Context: an optimization exercise on an open-source flow, tuned for small area. The choices shown serve that exercise and are no tape-out recipe.
Function was checked by simulation only, so behaviour that the tests miss may differ from the original.

Setup of run G:
==> module gos_gen, before the edit <==
module gos_gen (
    input  logic [299:0] s,
    input  logic rst, reset,
    output logic [299:0] sn
);
  logic [299:0] x, y;
  logic [300:0] c;
  logic [3:0] z;
  logic hs;
  assign c[1] = s[0];
  assign x[0] = ~s[0];
  genvar i;
  for (i = 1; i < 300; i++) begin : inc
    if (i < 299) begin : h
      gos_ha u (.a(s[i]), .b(c[i]), .s(x[i]), .c(c[i+1]));
    end else begin : t
      gos_xor2 u (.a(s[i]), .b(c[i]), .y(x[i]));
    end
  end
  for (i = 0; i < 300; i++) begin : xs
    if (i < 297) begin : g
      gos_xor2 u (.a(x[i]), .b(x[i+3]), .y(y[i]));
    end else begin : t
      assign y[i] = x[i];
    end
  end
  gos_selgen u_sel (.rst(rst), .reset(reset), .sh(y[1:0]), .z(z), .hs(hs));
  for (i = 0; i < 300; i++) begin : sb
    localparam int NY = (i < 3) ? i + 1 : 4;
    logic [3:0] yy;
    assign yy[0] = y[i];
    assign yy[1] = (i >= 1) ? y[(i >= 1) ? i-1 : 0] : 1'b0;
    assign yy[2] = (i >= 2) ? y[(i >= 2) ? i-2 : 0] : 1'b0;
    assign yy[3] = (i >= 3) ? y[(i >= 3) ? i-3 : 0] : 1'b0;
    gos_sbit #(.NY(NY)) u (.z(z), .hs(hs), .y(yy), .sq(s[i]), .d(sn[i]));
  end
endmodule
==> module game_of_silicon, before the edit <==
module game_of_silicon (
    input logic clk,
    input logic rst,
    input logic reset,
    input logic load,
    input logic [299:0] load_grid,
    output logic [299:0] grid_out,
    output logic [7:0] segment_pins,
    output logic [3:0] display_select,
    output logic [2:0] rgb,
    output logic vsync,
    output logic hsync
);
  logic [299:0] grid, gen;
  logic [6:0]   tcnt;       
  logic [3:0]   code;
  logic [5:0]   hs, vs;
  logic [4:0]   hc;
  logic [3:0]   vc;
  logic         pix_q;
  logic [299:0] grid_n, gen_n;
  logic [6:0]   tcnt_n;
  logic [3:0]   code_n;
  logic [5:0]   hs_n, vs_n;
  logic [4:0]   hc_n;
  logic [3:0]   vc_n;
  logic         pix;
  always_ff @(posedge clk) begin
    grid  <= grid_n;
    gen   <= gen_n;
    tcnt  <= tcnt_n;
    code  <= code_n;
    hs    <= hs_n;
    vs    <= vs_n;
    hc    <= hc_n;
    vc    <= vc_n;
    pix_q <= pix;
  end
  logic tick_display, tick_generation;
  gos_ticks u_ticks (.rst(rst), .t(tcnt), .t_n(tcnt_n), .td(tick_display), .tg(tick_generation));
  logic nsel_f, sel_h, sel_l, sel_s;
  gos_gridsel u_gsel (.rst(rst), .load(load), .reset(reset), .step(tick_generation),
                      .nsel_f(nsel_f), .sel_h(sel_h), .sel_l(sel_l), .sel_s(sel_s));
  logic [299:0] pn0, pk, pu0, pu1, pc0, pc1;
  gos_life u_life (.g(grid), .lg(load_grid), .sv(gen), .nsel_f(nsel_f), .sel_h(sel_h),
                   .sel_l(sel_l), .sel_s(sel_s), .gn(grid_n),
                   .pn0(pn0), .pk(pk), .pu0(pu0), .pu1(pu1), .pc0(pc0), .pc1(pc1));
  gos_gen u_gen (.s(gen), .rst(rst), .reset(reset), .sn(gen_n));
  logic [8:0] n;
  gos_count u_cnt (.g(grid), .pn0(pn0), .pk(pk), .pu0(pu0), .pu1(pu1), .pc0(pc0), .pc1(pc1), .n(n));
  gos_display u_disp (.n(n), .rst(rst), .tick(tick_display), .m(tcnt[5:4]), .code(code),
                      .code_n(code_n), .segment_pins(segment_pins),
                      .display_select(display_select));
  logic [19:0] colsel;
  logic [14:0] rowsel;
  gos_vga u_vga (.rst(rst), .hs(hs), .vs(vs), .hc(hc), .vc(vc), .hs_n(hs_n), .vs_n(vs_n),
                 .hc_n(hc_n), .vc_n(vc_n), .hsync(hsync), .vsync(vsync),
                 .colsel(colsel), .rowsel(rowsel));
  gos_pixel u_pix (.g(grid), .colsel(colsel), .rowsel(rowsel), .rst(rst), .pix(pix));
  assign grid_out = grid;
  assign rgb = {pix_q, 1'b0, pix_q};
endmodule
export LEC_CHECK = 0
export ABC_AREA = 0
export CAP_MARGIN = 20
export CORE_MARGIN = 2
export CORE_UTILIZATION = 45
export SLEW_MARGIN = 20
export SYNTH_HIERARCHICAL = 1
create_clock -name core_clock -period 400.0 [get_ports {clk}]
standard.sh (not shown) runs the stock make flow with config.mk's settings and CLKGATE_MAP_FILE= SYNTH_SCRIPT=/design/flow/synth_recipe.tcl, a recipe that flattens the netlist after the stock synthesis.
==> flow/flow/run.sh <==
#!/bin/bash
# Layout flow: the standard flow (standard.sh: ORFS synthesis to finish),
# with these changes to how the layout is made:
#  - the port buffers that ORFS puts on every input and output are the
#    smallest buffer cell (buf_1) instead of ORFS's default pick;
#  - placement keeps every net to at most 40 pins (flow/fanout.tcl);
#  - after global placement, the buffers that timing-driven placement put on
#    flip-flop outputs are taken out again (flow/unbuf.tcl);
#  - after the resize step, logic cells that drive only a few pins are swapped
#    to the smallest drive strength of the same function (flow/downsize.tcl),
#    placement buffers are made buf_2, and repair_design then fixes any slew
#    or capacitance limit;
#  - the clock tree uses larger sink clusters and no dummy loads.
# Every tool's output goes to standard_run.log here and to ORFS's own logs
# under orfs/logs.
set -o pipefail
HERE=$(pwd)
export BUFFER_PORTS_ARGS="-buffer_cell sky130_fd_sc_hd__buf_1"
export CTS_ARGS="-sink_clustering_enable -repair_clock_nets -dont_use_dummy_load -sink_clustering_size 22 -sink_clustering_max_diameter 120 -buf_list {sky130_fd_sc_hd__clkbuf_8 sky130_fd_sc_hd__clkbuf_16}"
export PRE_GLOBAL_PLACE_TCL="$HERE/flow/fanout.tcl"
export POST_GLOBAL_PLACE_TCL="$HERE/flow/unbuf.tcl"
export POST_RESIZE_TCL="$HERE/flow/downsize.tcl"
bash standard.sh > standard_run.log 2>&1
Other scripts of this flow, unchanged in this note and not shown: flow/flow/downsize.tcl, flow/flow/fanout.tcl, flow/flow/unbuf.tcl
#### Input delta (run E over run G)
==> flow/design.v, changed modules only <==
module gos_gen (
    input  logic [299:0] s,
    input  logic rst, reset,
    output logic [299:0] sn
);
  logic [299:0] y;
  logic [3:0] z;
  logic hs;
  genvar i;
  assign y[0] = ~s[3];
  for (i = 1; i < 300; i++) begin : xs
    if (i < 297) begin : g
      gos_xor2 u (.a(s[i]), .b(s[i+3]), .y(y[i]));
    end else begin : t
      assign y[i] = s[i];
    end
  end
  gos_selgen u_sel (.rst(rst), .reset(reset), .sh(y[1:0]), .z(z), .hs(hs));
  assign sn[0] = 1'b0;
  for (i = 1; i < 300; i++) begin : sb
    localparam int NY = (i < 3) ? i + 1 : 4;
    logic [3:0] yy;
    assign yy[0] = y[i];
    assign yy[1] = (i >= 1) ? y[(i >= 1) ? i-1 : 0] : 1'b0;
    assign yy[2] = (i >= 2) ? y[(i >= 2) ? i-2 : 0] : 1'b0;
    assign yy[3] = (i >= 3) ? y[(i >= 3) ? i-3 : 0] : 1'b0;
    gos_sbit #(.NY(NY)) u (.z(z), .hs(hs), .y(yy), .sq(s[i]), .d(sn[i]));
  end
endmodule
module game_of_silicon (
    input logic clk,
    input logic rst,
    input logic reset,
    input logic load,
    input logic [299:0] load_grid,
    output logic [299:0] grid_out,
    output logic [7:0] segment_pins,
    output logic [3:0] display_select,
    output logic [2:0] rgb,
    output logic vsync,
    output logic hsync
);
  logic [299:0] grid;
  logic [299:1] gen;        
  logic [6:0]   tcnt;       
  logic [3:0]   code;
  logic [5:0]   hs, vs;
  logic [4:0]   hc;
  logic [3:0]   vc;
  logic         pix_q;
  logic [299:0] grid_n, gen_n;
  logic [6:0]   tcnt_n;
  logic [3:0]   code_n;
  logic [5:0]   hs_n, vs_n;
  logic [4:0]   hc_n;
  logic [3:0]   vc_n;
  logic         pix;
  always_ff @(posedge clk) begin
    grid  <= grid_n;
    gen   <= gen_n[299:1];
    tcnt  <= tcnt_n;
    code  <= code_n;
    hs    <= hs_n;
    vs    <= vs_n;
    hc    <= hc_n;
    vc    <= vc_n;
    pix_q <= pix;
  end
  logic tick_display, tick_generation;
  gos_ticks u_ticks (.rst(rst), .t(tcnt), .t_n(tcnt_n), .td(tick_display), .tg(tick_generation));
  logic nsel_f, sel_h, sel_l, sel_s;
  gos_gridsel u_gsel (.rst(rst), .load(load), .reset(reset), .step(tick_generation),
                      .nsel_f(nsel_f), .sel_h(sel_h), .sel_l(sel_l), .sel_s(sel_s));
  logic [299:0] pn0, pk, pu0, pu1, pc0, pc1;
  gos_life u_life (.g(grid), .lg(load_grid), .sv({gen, 1'b0}), .nsel_f(nsel_f), .sel_h(sel_h),
                   .sel_l(sel_l), .sel_s(sel_s), .gn(grid_n),
                   .pn0(pn0), .pk(pk), .pu0(pu0), .pu1(pu1), .pc0(pc0), .pc1(pc1));
  gos_gen u_gen (.s({gen, 1'b0}), .rst(rst), .reset(reset), .sn(gen_n));
  logic [8:0] n;
  gos_count u_cnt (.g(grid), .pn0(pn0), .pk(pk), .pu0(pu0), .pu1(pu1), .pc0(pc0), .pc1(pc1), .n(n));
  gos_display u_disp (.n(n), .rst(rst), .tick(tick_display), .m(tcnt[5:4]), .code(code),
                      .code_n(code_n), .segment_pins(segment_pins),
                      .display_select(display_select));
  logic [19:0] colsel;
  logic [14:0] rowsel;
  gos_vga u_vga (.rst(rst), .hs(hs), .vs(vs), .hc(hc), .vc(vc), .hs_n(hs_n), .vs_n(vs_n),
                 .hc_n(hc_n), .vc_n(vc_n), .hsync(hsync), .vsync(vsync),
                 .colsel(colsel), .rowsel(rowsel));
  gos_pixel u_pix (.g(grid), .colsel(colsel), .rowsel(rowsel), .rst(rst), .pix(pix));
  assign grid_out = grid;
  assign rgb = {pix_q, 1'b0, pix_q};
endmodule
Findings:
Delta(length of routed met2 wiring, run E - run G) < 0
Run E vs. run G: area growth from synthesis to layout rose 0.43 points, area taken by flip-flops and latches has remained practically unchanged, netlist area before placement dropped 0.0038 mm².

[separate check: timing with driven ports]
How much do the figures lean on ideal ports? The routed layouts below were timed once more, with nothing changed but the port constraints. Step 1 sets driving cells, clkbuf_16 on the clock port and buf_2 on the other inputs (assumed; they add their load-dependent delay and slew). Step 2 also shifts input and output timing later by t, the mid clock arrival at the registers, as if the neighbouring blocks saw the same clock. a / b / c = ideal / step 1 / step 2; a / b = the first two.
run | shift t [ns] | setup WS [ns] | cell pins on the clock port's net
run G | 0.725 | 316.176 / 316.227 / 315.502 | 1
run E | 0.716 | 315.589 / 315.644 / 314.928 | 1
After both steps every run listed still meets setup and hold. The setup slack of run G, which loses most, moves by +0.051 ns with the drivers and by -0.674 ns with both steps.
